Source: an optimization exercise on an open RTL-to-GDS flow (aim: small area and a short achievable clock period). Production flows keep margins and buffers that such runs may drop. At most, simulation tests tie the RTL to the original design; equivalence was not proved. Only the layout flow was run in run 1; the RTL was not checked for function there. No activity file was given, so power comes from the tool's default toggle rates.

==> flow/design.v, too long to show whole: its modules and the start of the top module <==
// module user_logic: 1587 lines
// module mul_fa: 4 lines
// module mul_ha: 4 lines
// module mul_o22ai: 3 lines
// module mul_ao22: 3 lines
// module mul_x2: 3 lines
// module mul_o21ai: 3 lines
// module mul_nand2: 3 lines
// module mul_a31oi: 3 lines
// module mul_maj3: 3 lines
// module mul_omux: 3 lines
module user_logic
(
  Bus2IP_Clk,                      
  Bus2IP_Reset,                    
  Bus2IP_Data,                     
  Bus2IP_BE,                       
  Bus2IP_RdCE,                     
  Bus2IP_WrCE,                     
  IP2Bus_Data,                     
  IP2Bus_RdAck,                    
  IP2Bus_WrAck,                    
  IP2Bus_Error                     
);
  // ...
==> flow/flow/run.sh <==
#!/bin/bash
set -euo pipefail
bash standard.sh "BUFFER_PORTS_ARGS=-buffer_cell sky130_fd_sc_hd__buf_2" \
  "CTS_ARGS=-sink_clustering_enable -repair_clock_nets -dont_use_dummy_load -sink_clustering_size 20" \
  finish > make.log 2>&1
==> flow/standard.sh <==
#!/bin/bash
# synth_recipe.tcl (not shown) runs the flow's synth.tcl, then flattens the netlist and writes it again
# the make line also repeats each setting of config.mk as NAME=value (left out here)
make -C /OpenROAD-flow-scripts/flow DESIGN_CONFIG=/design/flow/config.mk WORK_HOME=/design/flow/orfs CLKGATE_MAP_FILE= SYNTH_SCRIPT=/design/flow/synth_recipe.tcl "${@:-finish}"
==> flow/config.mk <==
export PLATFORM = sky130hd
export DESIGN_NAME = user_logic
export DESIGN_NICKNAME = user_logic
export VERILOG_FILES = /design/flow/design.v
export SDC_FILE = /design/flow/constraint.sdc
export NUM_CORES = 4
export LEC_CHECK = 0
export ABC_AREA = 0
export CAP_MARGIN = 20
export CORE_MARGIN = 2
export CORE_UTILIZATION = 40
export SETUP_SLACK_MARGIN = 4.0
export SLEW_MARGIN = 20
export SYNTH_HIERARCHICAL = 1
export SYNTH_MINIMUM_KEEP_SIZE = 0
==> flow/constraint.sdc <==
create_clock -name core_clock -period 8.0 [get_ports {Bus2IP_Clk}]
set_input_delay 1.6000 -clock core_clock [delete_from_list [all_inputs] [get_ports {Bus2IP_Clk}]]
set_output_delay 1.6000 -clock core_clock [all_outputs]
set_load 0.01 [all_outputs]
==> results by group, run 1 <==
Outcome
  – Status: complete, no violations

CTS
  – Max Buffers Root-to-Sink: 2

Synthesis
  – Post-Synth Adder-Cell Area: 0.292
  – Synth Instances: 1603
  – Syn Area/Cell: 9.61 µm²
  – Post-synth top area share: 0.278
  – XOR/XNOR Fraction of Synth Area: 0.182
  – Leading area contributor after synthesis: fa_1
  – Main combinational cell family by area after synthesis: adder cells

Timing
  – Fin. Hold Viols: 0
  – Slew Limit Fails: 0
  – Min Hold Slack: 0.428 ns
  – Minimum clock period: 4.03 ns

Global routing
  – Grt peak-use layer: met2
  – Met3 Track Usage GR: 0.0796
  – Initial antenna violation count: 3
  – Met2 Usage GRT: 0.418
  – Total grt overflow: 0

Place
  – DP Worst Slack: 3.37 ns

Die
  – Die Y: 200 µm

Finish
  – Share of layout cells above drive strength 1: 0.127
  – Clock-cell share: 0.0238
  – Fin area: 0.0179 mm²
  – Comb_multi_in: 1354
  – Fillers: 3566

Pwr
  – Comb pwr share: 0.266
  – Main power group: sequential cells
  – Design Power: 2250 µW
  – Switching Fraction: 0.334
  – Power per Cell Area: 126 mW/mm²

Route
  – Initial DRC Count: 1771
  – Total Wirelength: 56.5 mm

Min path
  – Worst Hold Class: register to register

Worst setup path
  – RR Startpoint: slv_reg1[14]
  – Critical path launch point type: input port
  – WP depth: 5
  – Crit path max-delay cell type: a31oi_4
==> run 2, diff against run 1 <==
--- a/flow/design.v
+++ b/flow/design.v
@@ -1562,23 +1562,23 @@
     if (Bus2IP_Reset | rst_d)
       slv_reg2 <= 0;
     else
       slv_reg2 <= {prod[31], prod[30], prod[29], prod[28], prod[27], prod[26], prod[25], prod[24], prod[23], prod[22], prod[21], prod[20], prod[19], prod[18], prod[17], prod[16], prod[15], prod[14], prod[13], prod[12], prod[11], prod[10], prod[9], prod[8], prod[7], prod[6], prod[5], prod[4], prod[3], prod[2], prod[1], prod[0]};
   end
   genvar gi;
   generate for (gi = 0; gi < 32; gi = gi + 1) begin : g_rd
     wire many;
-    if (gi % 4 == 0) begin : g_dec
+    if (gi % 8 == 0) begin : g_dec
       wire n01, n2x;
       mul_nand2 u_n01 (.a(Bus2IP_RdCE[0]), .b(Bus2IP_RdCE[1]), .y(n01));
       mul_o21ai u_n2x (.a(Bus2IP_RdCE[0]), .b(Bus2IP_RdCE[1]), .c(Bus2IP_RdCE[2]), .y(n2x));
       mul_nand2 u_many (.a(n01), .b(n2x), .y(many));
     end else begin : g_use
-      assign many = g_rd[gi - gi % 4].many;
+      assign many = g_rd[gi - gi % 8].many;
     end
     wire n0, n1, n2;
     mul_nand2 u_n0 (.a(Bus2IP_RdCE[0]), .b(slv_reg0[gi]), .y(n0));
     mul_nand2 u_n1 (.a(Bus2IP_RdCE[1]), .b(slv_reg1[gi]), .y(n1));
     mul_nand2 u_n2 (.a(Bus2IP_RdCE[2]), .b(slv_reg2[gi]), .y(n2));
     mul_a31oi u_y (.a(n0), .b(n1), .c(n2), .d(many), .y(IP2Bus_Data[gi]));
   end endgenerate
   assign IP2Bus_WrAck = Bus2IP_WrCE[0] | Bus2IP_WrCE[1] | Bus2IP_WrCE[2];
==> flow/flow/run.sh (replaced) <==
#!/bin/bash
set -euo pipefail
bash standard.sh "BUFFER_PORTS_ARGS=-buffer_cell sky130_fd_sc_hd__buf_2" \
  "CTS_ARGS=-sink_clustering_enable -repair_clock_nets -dont_use_dummy_load -sink_clustering_size 40 -sink_clustering_max_diameter 150" \
  finish > make.log 2>&1
==> results by group, run 2 <==
Outcome
  – Status: complete, no violations

Synthesis
  – Area contributors post-synth: fa_1, dfxtp_1, xor2_1, o22ai_1, nand2_1
  – Main combinational cell family by area after synthesis: adder cells
  – XOR/XNOR Fraction of Synth Area: 0.183 (+0.000593)
  – Mapped Area: 0.0154 mm²
  – Syn Area/Cell: 9.65 µm² (+0.43%)
  – Leading area contributor after synthesis: fa_1
  – Synth Warn #: 7
  – Post-Synth Adder-Cell Area: 0.293 (+0.000952)
  – Syn Nets: 1866
  – Post-synth top area share: 0.279 (+0.000907)
  – Main flop type after synthesis: dfxtp_1
  – Post-synthesis mux area share: 0.0222
  – Most frequent cell after synthesis: xor2_1
  – Top cells by count, synth: xor2_1, o22ai_1, fa_1, nand2_1, dfxtp_1
  – Register bit total from synthesis: 170
  – Seq/Total Area, Yosys: 0.222
  – Asr flop ratio synth: 0
  – Compound-Gate Fraction of Synth Area: 0.157
  – Simple-gate share of the synthesized area: 0.103
  – EDFF count, synth: 0
  – Post-synth cell types: 52
  – Synth Instances: 1591 (-0.75%)

Global routing
  – Vias in the first global route: 14000
  – Initial antenna violation count: 0 (-3)
  – Total grt overflow: 0 (unchanged)
  – Tot GR Track Use: 0.294
  – Global-route wire length before repair: 85.7 mm
  – Pin count of the biggest net entering global routing: 71

Route
  – Total Wirelength: 58.1 mm (+2.9%)
  – DR DRC count: 0
  – Antenna-violating nets left: 0
  – Vias/cell: 6.16
  – Detailed-route via count: 13800
  – Initial DRC Count: 1633 (-7.8%)
  – DR pass1 iterations: 6
  – Wire per inst: 26.0 µm

Timing
  – Slew Limit Fails: 0 (unchanged)
  – Setup_tns: 0 ns
  – RSZ-0062 raised after global routing: true
  – Max Fclk: 251 MHz
  – Minimum clock period: 3.98 ns (-0.0544 ns)
  – Worst-Margin Slew: 1.20 ns
  – Max-slew headroom: 0.200
  – Fin. Hold Viols: 0 (unchanged)
  – Final setup violation count: 0
  – Period utilization: 0.498
  – Clk_skew: 0.0362 ns

Pwr
  – Max VDD drop: 0.163 mV
  – Switching Fraction: 0.336 (+0.00189)
  – Switch Pwr: 758 µW
  – Clk network pwr share: 0.308
  – Comb pwr share: 0.265 (about the same)
  – Seq pwr share: 0.427
  – P_int: 1500 µW
  – Leak: 0.00883 µW
  – Design Power: 2250 µW (+0.24%)
  – Power per Cell Area: 126 mW/mm² (+0.17%)

Die
  – Row cnt: 71
  – Core area: 0.0378 mm²
  – Die Area: 0.0400 mm²
  – Io pins: 79
  – Starting Density: 0.407
  – DIE WIDTH: 200 µm
  – Die Y: 200 µm (-0.16%)

Finish
  – Area occupied by multi-input gates: 0.0119 mm²
  – Most frequent cells in the layout: xor2_1, o22ai_1, fa_1
  – Synth-to-layout area growth: 16.6%
  – Register area: 0.00343 mm²
  – Top flop regs: slv_reg0 x32, slv_reg1 x32, slv_reg2 x32
  – Ant. Diodes: 0
  – Fillers: 3579 (+0.36%)
  – Nets@finish: 2003
  – Commonest non-fill, non-tap cell in the layout: xor2_1
  – Share of layout cells above drive strength 1: 0.130 (+0.00312)

Worst setup path
  – Crit-path cells: buf_16, o21ai_4, nand2_4, a31oi_1, buf_2
  – CP Max Fanout: 8
  – Arr. time, crit path: 2.38 ns
  – Worst path required time: 6.40 ns
  – Kind of critical path: input port to primary output
  – Crit path max-delay cell type: a31oi_1
  – Worst path max stage delay: 0.18 ns
  – CP Capture Type: primary output
  – Critical path launch point type: input port

Min path
  – Worst Hold Class: register to register

Place
  – PortBufs: 77
  – Final HPWL DP: 36.0 mm
  – GPL Wtd Cong: 0.912

Run
  – Max-cap viol count: 0

CTS
  – CTS Hold Bufs: 0
  – Clock sinks: 170
  – CTS tree: done
  – Total CTS buffers: 17
  – Max H-tree Level: 4
  – Worst-path clk slew: 0.07 ns
  – CTS Root Cell: clkbuf_16
  – Max Buffers Root-to-Sink: 2 (unchanged)
  – Skew-Pair Late Insertion Delay: 0.46 ns
-- run 2: per-module statistics from Yosys (local to each module, per instance) --
module / area, µm² / copies in the design
mul_fa: 20.0 / 213
mul_o21ai: 5.00 / 4
mul_a31oi: 6.26 / 32
mul_nand2: 3.75 / 104
mul_o22ai: 6.26 / 256
mul_x2: 8.76 / 286
mul_ha: 12.5 / 3
user_logic: 6330 / 1
-- run 2: kinds of logic after synthesis --
family | Yosys count
AO/OA/AOI/OAI | 385
adder cells (fa/ha/maj) | 231
multiplexers | 34
buffers and inverters | 81
other | 1
flip-flops | 170
XOR/XNOR | 320
AND/OR/NAND/NOR | 369
-- run 2: critical path: cells and delay by family --
kind	cells	cell delay [ns]
and+or+nand+nor	1	0.15
AOI/OAI and AO/OA	2	0.34
buffers and inverters	2	0.28
-- run 2: area by class of cell --
class                   instances  area share
clock buffers                  17      0.0238
inverters                      53      0.0122
multi-input cells            1342       0.666
flip-flops and latches        170       0.192
well taps                     511      0.0357
repair buffers                141      0.0695
repair inverters                3     0.00126
-- run 2: path summary, 6_finish.rpt --
check	startpoint	endpoint	slack [ns]	cells past startpoint
max	Bus2IP_RdCE[1]	IP2Bus_Data[13]	4.02	5
min	p0_0	slv_reg2[31]	0.44	1
max reg2reg	slv_reg1[22]	p31_1	4.05	10
min reg2reg	p0_0	slv_reg2[31]	0.44	1
-- run 2: what timing repair did --
| action | in CTS | in global routing |
|---|---|---|
| endpoints found under the setup margin | 74 | 47 |
| gates resized for setup | 48 | 25 |
| pin swaps | 7 | 5 |
| setup buffers | 13 | 21 |
| gates cloned | 6 | 4 |
-- run 2: per-stage QoR --
stage	setup WS (ns)	instances	area, µm²	utilization	hold slack [ns]
6_report	4.02	2237	17900	0.474	0.441
5_1_grt	3.98	2237	17900	0.474	0.464
4_1_cts	4.00	2212	17400	0.462	0.441
3_5_place_dp	3.38	2176	16500	0.438	0.420
3_3_place_gp	3.38	2176	16500	0.437	0.412
2_1_floorplan	4.05	1591	15400	-	0.406
-- run 2: power by group through the flow --
stage / clock (µW) / combinational (µW) / sequential, µW
4_1_cts: 701 / 565 / 962
3_3_place_gp: 0 / 528 / 984
5_1_grt: 729 / 638 / 967
6_report: 694 / 598 / 962
3_5_place_dp: 0 / 533 / 983
2_1_floorplan: 0 / 336 / 965
-- run 2: per-layer routing --
metal	wire (µm)	track usage
met1	23000	0.391
met2	25700	0.453
met3	6360	0.0652
met4	3120	0.151
met5	0	0
==> run 3, diff against run 2 <==
==> flow/flow/run.sh (replaced) <==
#!/bin/bash
set -euo pipefail
bash standard.sh "BUFFER_PORTS_ARGS=-buffer_cell sky130_fd_sc_hd__buf_2" \
  "CTS_ARGS=-sink_clustering_enable -repair_clock_nets -dont_use_dummy_load -sink_clustering_size 10 -buf_list sky130_fd_sc_hd__clkbuf_8 -root_buf sky130_fd_sc_hd__clkbuf_16" \
  finish > make.log 2>&1
==> results by group, run 3 <==
Outcome
  – Status: complete, no violations

Die
  – Starting Density: 0.407 (unchanged)
  – Row cnt: 71 (unchanged)
  – Io pins: 79 (unchanged)
  – Core area: 0.0378 mm² (unchanged)
  – Die Y: 200 µm (unchanged)
  – DIE WIDTH: 200 µm (unchanged)
  – Die Area: 0.0400 mm² (unchanged)

Synthesis
  – Syn Nets: 1866 (unchanged)
  – Mapped Area: 0.0154 mm² (unchanged)
  – Top cells by count, synth: xor2_1, o22ai_1, fa_1, nand2_1, dfxtp_1
  – Post-synth cell types: 52 (unchanged)
  – Most frequent cell after synthesis: xor2_1
  – Register bit total from synthesis: 170 (unchanged)
  – Main flop type after synthesis: dfxtp_1
  – Syn Area/Cell: 9.65 µm² (unchanged)
  – EDFF count, synth: 0 (unchanged)
  – Leading area contributor after synthesis: fa_1
  – Post-synth top area share: 0.279 (unchanged)
  – Synth Instances: 1591 (unchanged)
  – Synth Warn #: 7 (unchanged)
  – Asr flop ratio synth: 0 (unchanged)
  – Area contributors post-synth: fa_1, dfxtp_1, xor2_1, o22ai_1, nand2_1
  – Seq/Total Area, Yosys: 0.222 (unchanged)

Finish
  – Most frequent cells in the layout: xor2_1, o22ai_1, fa_1
  – Fin util: 0.470 (-0.00454)
  – Nets@finish: 2002 (-0.050%)
  – Top flop regs: slv_reg0 x32, slv_reg1 x32, slv_reg2 x32
  – Synth-to-layout area growth: 15.5%
  – Fillers: 3595 (+0.45%)
  – Share of layout cells above drive strength 1: 0.130 (-0.000504)
  – Ant. Diodes: 0 (unchanged)
  – Commonest non-fill, non-tap cell in the layout: xor2_1
  – Fin area: 0.0177 mm² (-0.96%)

CTS
  – Clock sinks: 170 (unchanged)
  – CTS Root Cell: clkbuf_16
  – CTS tree: done
  – CTS Hold Bufs: 0 (unchanged)
  – Max H-tree Level: 4 (unchanged)
  – Skew-Pair Late Insertion Delay: 0.43 ns (-0.03 ns)
  – Worst-path clk slew: 0.10 ns (+0.03 ns)
  – Max Buffers Root-to-Sink: 2 (unchanged)
  – Total CTS buffers: 17 (unchanged)

Global routing
  – Global-route wire length before repair: 85.5 mm (-0.25%)
  – Pin count of the biggest net entering global routing: 71 (unchanged)
  – Vias in the first global route: 13900 (-0.64%)
  – Grt met1 use: 0.391 (about the same)
  – Initial antenna violation count: 0 (unchanged)
  – Grt peak-use layer: met2
  – Total grt overflow: 0 (unchanged)
  – Met3 Track Usage GR: 0.0662 (+0.00101)
  – Met2 Usage GRT: 0.448 (-0.00502)
  – Tot GR Track Use: 0.294 (-0.000645)

Place
  – Final HPWL DP: 36.0 mm (unchanged)
  – GPL Wtd Cong: 0.912 (unchanged)
  – Cell area after placement: 0.0165 mm² (unchanged)
  – PortBufs: 77 (unchanged)

Timing
  – Period utilization: 0.499 (+0.00143)
  – Setup_tns: 0 ns (unchanged)
  – Max Fclk: 251 MHz (-0.29%)
  – RSZ-0062 raised after global routing: true
  – Clk_skew: 0.0475 ns (+0.0113 ns)
  – Worst-Margin Slew: 1.17 ns (-0.0272 ns)
  – Final setup violation count: 0 (unchanged)
  – Minimum clock period: 3.99 ns (+0.0114 ns)
  – Min Hold Slack: 0.450 ns (+0.00912 ns)
  – Fin. Hold Viols: 0 (unchanged)
  – Max-slew headroom: 0.218 (+0.0181)
  – Slew Limit Fails: 0 (unchanged)

Route
  – Initial DRC Count: 1691 (+3.6%)
  – DR DRC count: 0 (unchanged)
  – Detailed-route via count: 13700 (-0.21%)
  – Vias/cell: 6.14 (-0.17%)
  – Wire per inst: 26.0 µm (+0.12%)
  – Antenna-violating nets left: 0 (unchanged)
  – DR pass1 iterations: 5 (-1)
  – Total Wirelength: 58.2 mm (about the same)

Worst setup path
  – Arr. time, crit path: 2.39 ns (about the same)
  – Crit path from: Bus2IP_RdCE[1]
  – Worst path required time: 6.40 ns (about the same)
  – CP Max Fanout: 8 (unchanged)
  – Critical path launch point type: input port
  – Crit path max-delay cell type: a31oi_1
  – Worst path max stage delay: 0.19 ns (about the same)
  – WP buf/inv: 2 (unchanged)
  – Crit-path cells: buf_16, o21ai_4, nand2_4, a31oi_1, buf_2
  – CP delay by family, top: compound AO/OA/AOI/OAI gates
  – CP Capture Type: primary output
  – RR Startpoint: slv_reg1[22]
  – Kind of critical path: input port to primary output

Pwr
  – Max VDD drop: 0.129 mV (-21%)
  – Design Power: 2060 µW (-8.6%)
  – Leak: 0.00874 µW (-0.99%)
  – Power per Cell Area: 116 mW/mm² (-7.7%)

Run
  – Max-cap viol count: 0 (unchanged)

Min path
  – Hold Path Origin: p0_0
  – Worst Hold Class: register to register
[run 3: final cells by class]
class | count | area (µm²) | share of cell area
tap | 511 | 639 | 0.0361
timing repair inverter | 3 | 22.5 | 0.00127
sequential | 170 | 3430 | 0.194
inverter | 53 | 218 | 0.0123
multi-input combinational | 1342 | 11900 | 0.673
clock buffer | 17 | 245 | 0.0138
timing repair buffer | 140 | 1240 | 0.0702
[run 3: final timing paths]
kind,endpoint,slack (ns),cells past startpoint
max,IP2Bus_Data[13],4.01,5
min,slv_reg2[31],0.45,1
max reg2reg,p31_1,4.02,10
min reg2reg,slv_reg2[31],0.45,1
[run 3: per-layer routing]
layer | wire [µm] | part of all wire
met2 | 25400 | 0.44
met5 | 0 | 0
met4 | 3340 | 0.057
met3 | 6570 | 0.11
met1 | 22800 | 0.39
[run 3: logic make-up after synthesis]
family          share of synthesized area
compound gates                      0.157
other cells                      0.000244
flops                               0.222
mux                                0.0222
buf+inv                            0.0204
fa+ha+maj                           0.293
simple gates                        0.103
xor+xnor                            0.183
[run 3: where the power goes]
group / switching (µW) / leakage (µW) / internal [µW]
logic: 382 / 0.00723 / 219
registers: 51.7 / 0.00139 / 908
clock network: 299 / 0.000127 / 201
total: 733 / 0.00874 / 1330
[run 3: per-stage QoR]
stage | setup WS, ns | instances
2_1_floorplan | 4.05 | 1591
4_1_cts | 3.98 | 2212
3_3_place_gp | 3.38 | 2176
3_5_place_dp | 3.38 | 2176
5_1_grt | 3.96 | 2236
6_report | 4.01 | 2236
[run 3: Yosys stat by module (local to each module, per instance)]
module	area [µm²]	flip-flops and latches	copies in the design	cells
mul_a31oi	6.26	0	32	1
mul_ha	12.5	0	3	1
mul_o21ai	5.00	0	4	1
user_logic	6330	170	1	693
mul_nand2	3.75	0	104	1
mul_o22ai	6.26	0	256	1
mul_x2	8.76	0	286	1
mul_fa	20.0	0	213	1
[run 3: what timing repair did]
item | in CTS | in global routing
setup buffers | 13 | 20
resized for setup | 48 | 28
cloned | 6 | 4
endpoints found under the setup margin | 75 | 51
pin swaps | 7 | 5

## afterwards: timing with drivers on the ports
The results above use ideal ports. As a check the final layouts listed here were re-extracted and re-timed, cells and wires unchanged. Step 1 sets driving cells, clkbuf_16 on the clock port and buf_2 on the other inputs (assumed; they add their load-dependent delay and slew). Step 2 moves the port delays by t, midway between the first and last clock arrival at a register: inputs arrive t later, outputs are due t later. That takes back most of the time a late clock gives input paths. Three values: no drivers, after step 1, after step 2; two values: the first two.
run | t, ns | setup slack, ns | worst hold slack (ns) | worst setup path at the end | worst slew at a driven data input, ns
run 1 | 0.497 | 3.965 / 3.782 / 3.782 | 0.428 / 0.428 / 0.428 | input to output | 0.24
run 2 | 0.502 | 4.020 / 3.879 / 3.879 | 0.441 / 0.441 / 0.441 | input to output | 0.22
run 3 | 0.457 | 4.008 / 3.871 / 3.871 | 0.450 / 0.450 / 0.450 | input to output | 0.22
After both steps setup and hold are still met in every run listed. For run 1, which loses most, drivers alone change the setup slack by -0.183 ns; drivers and shift together by -0.183 ns.
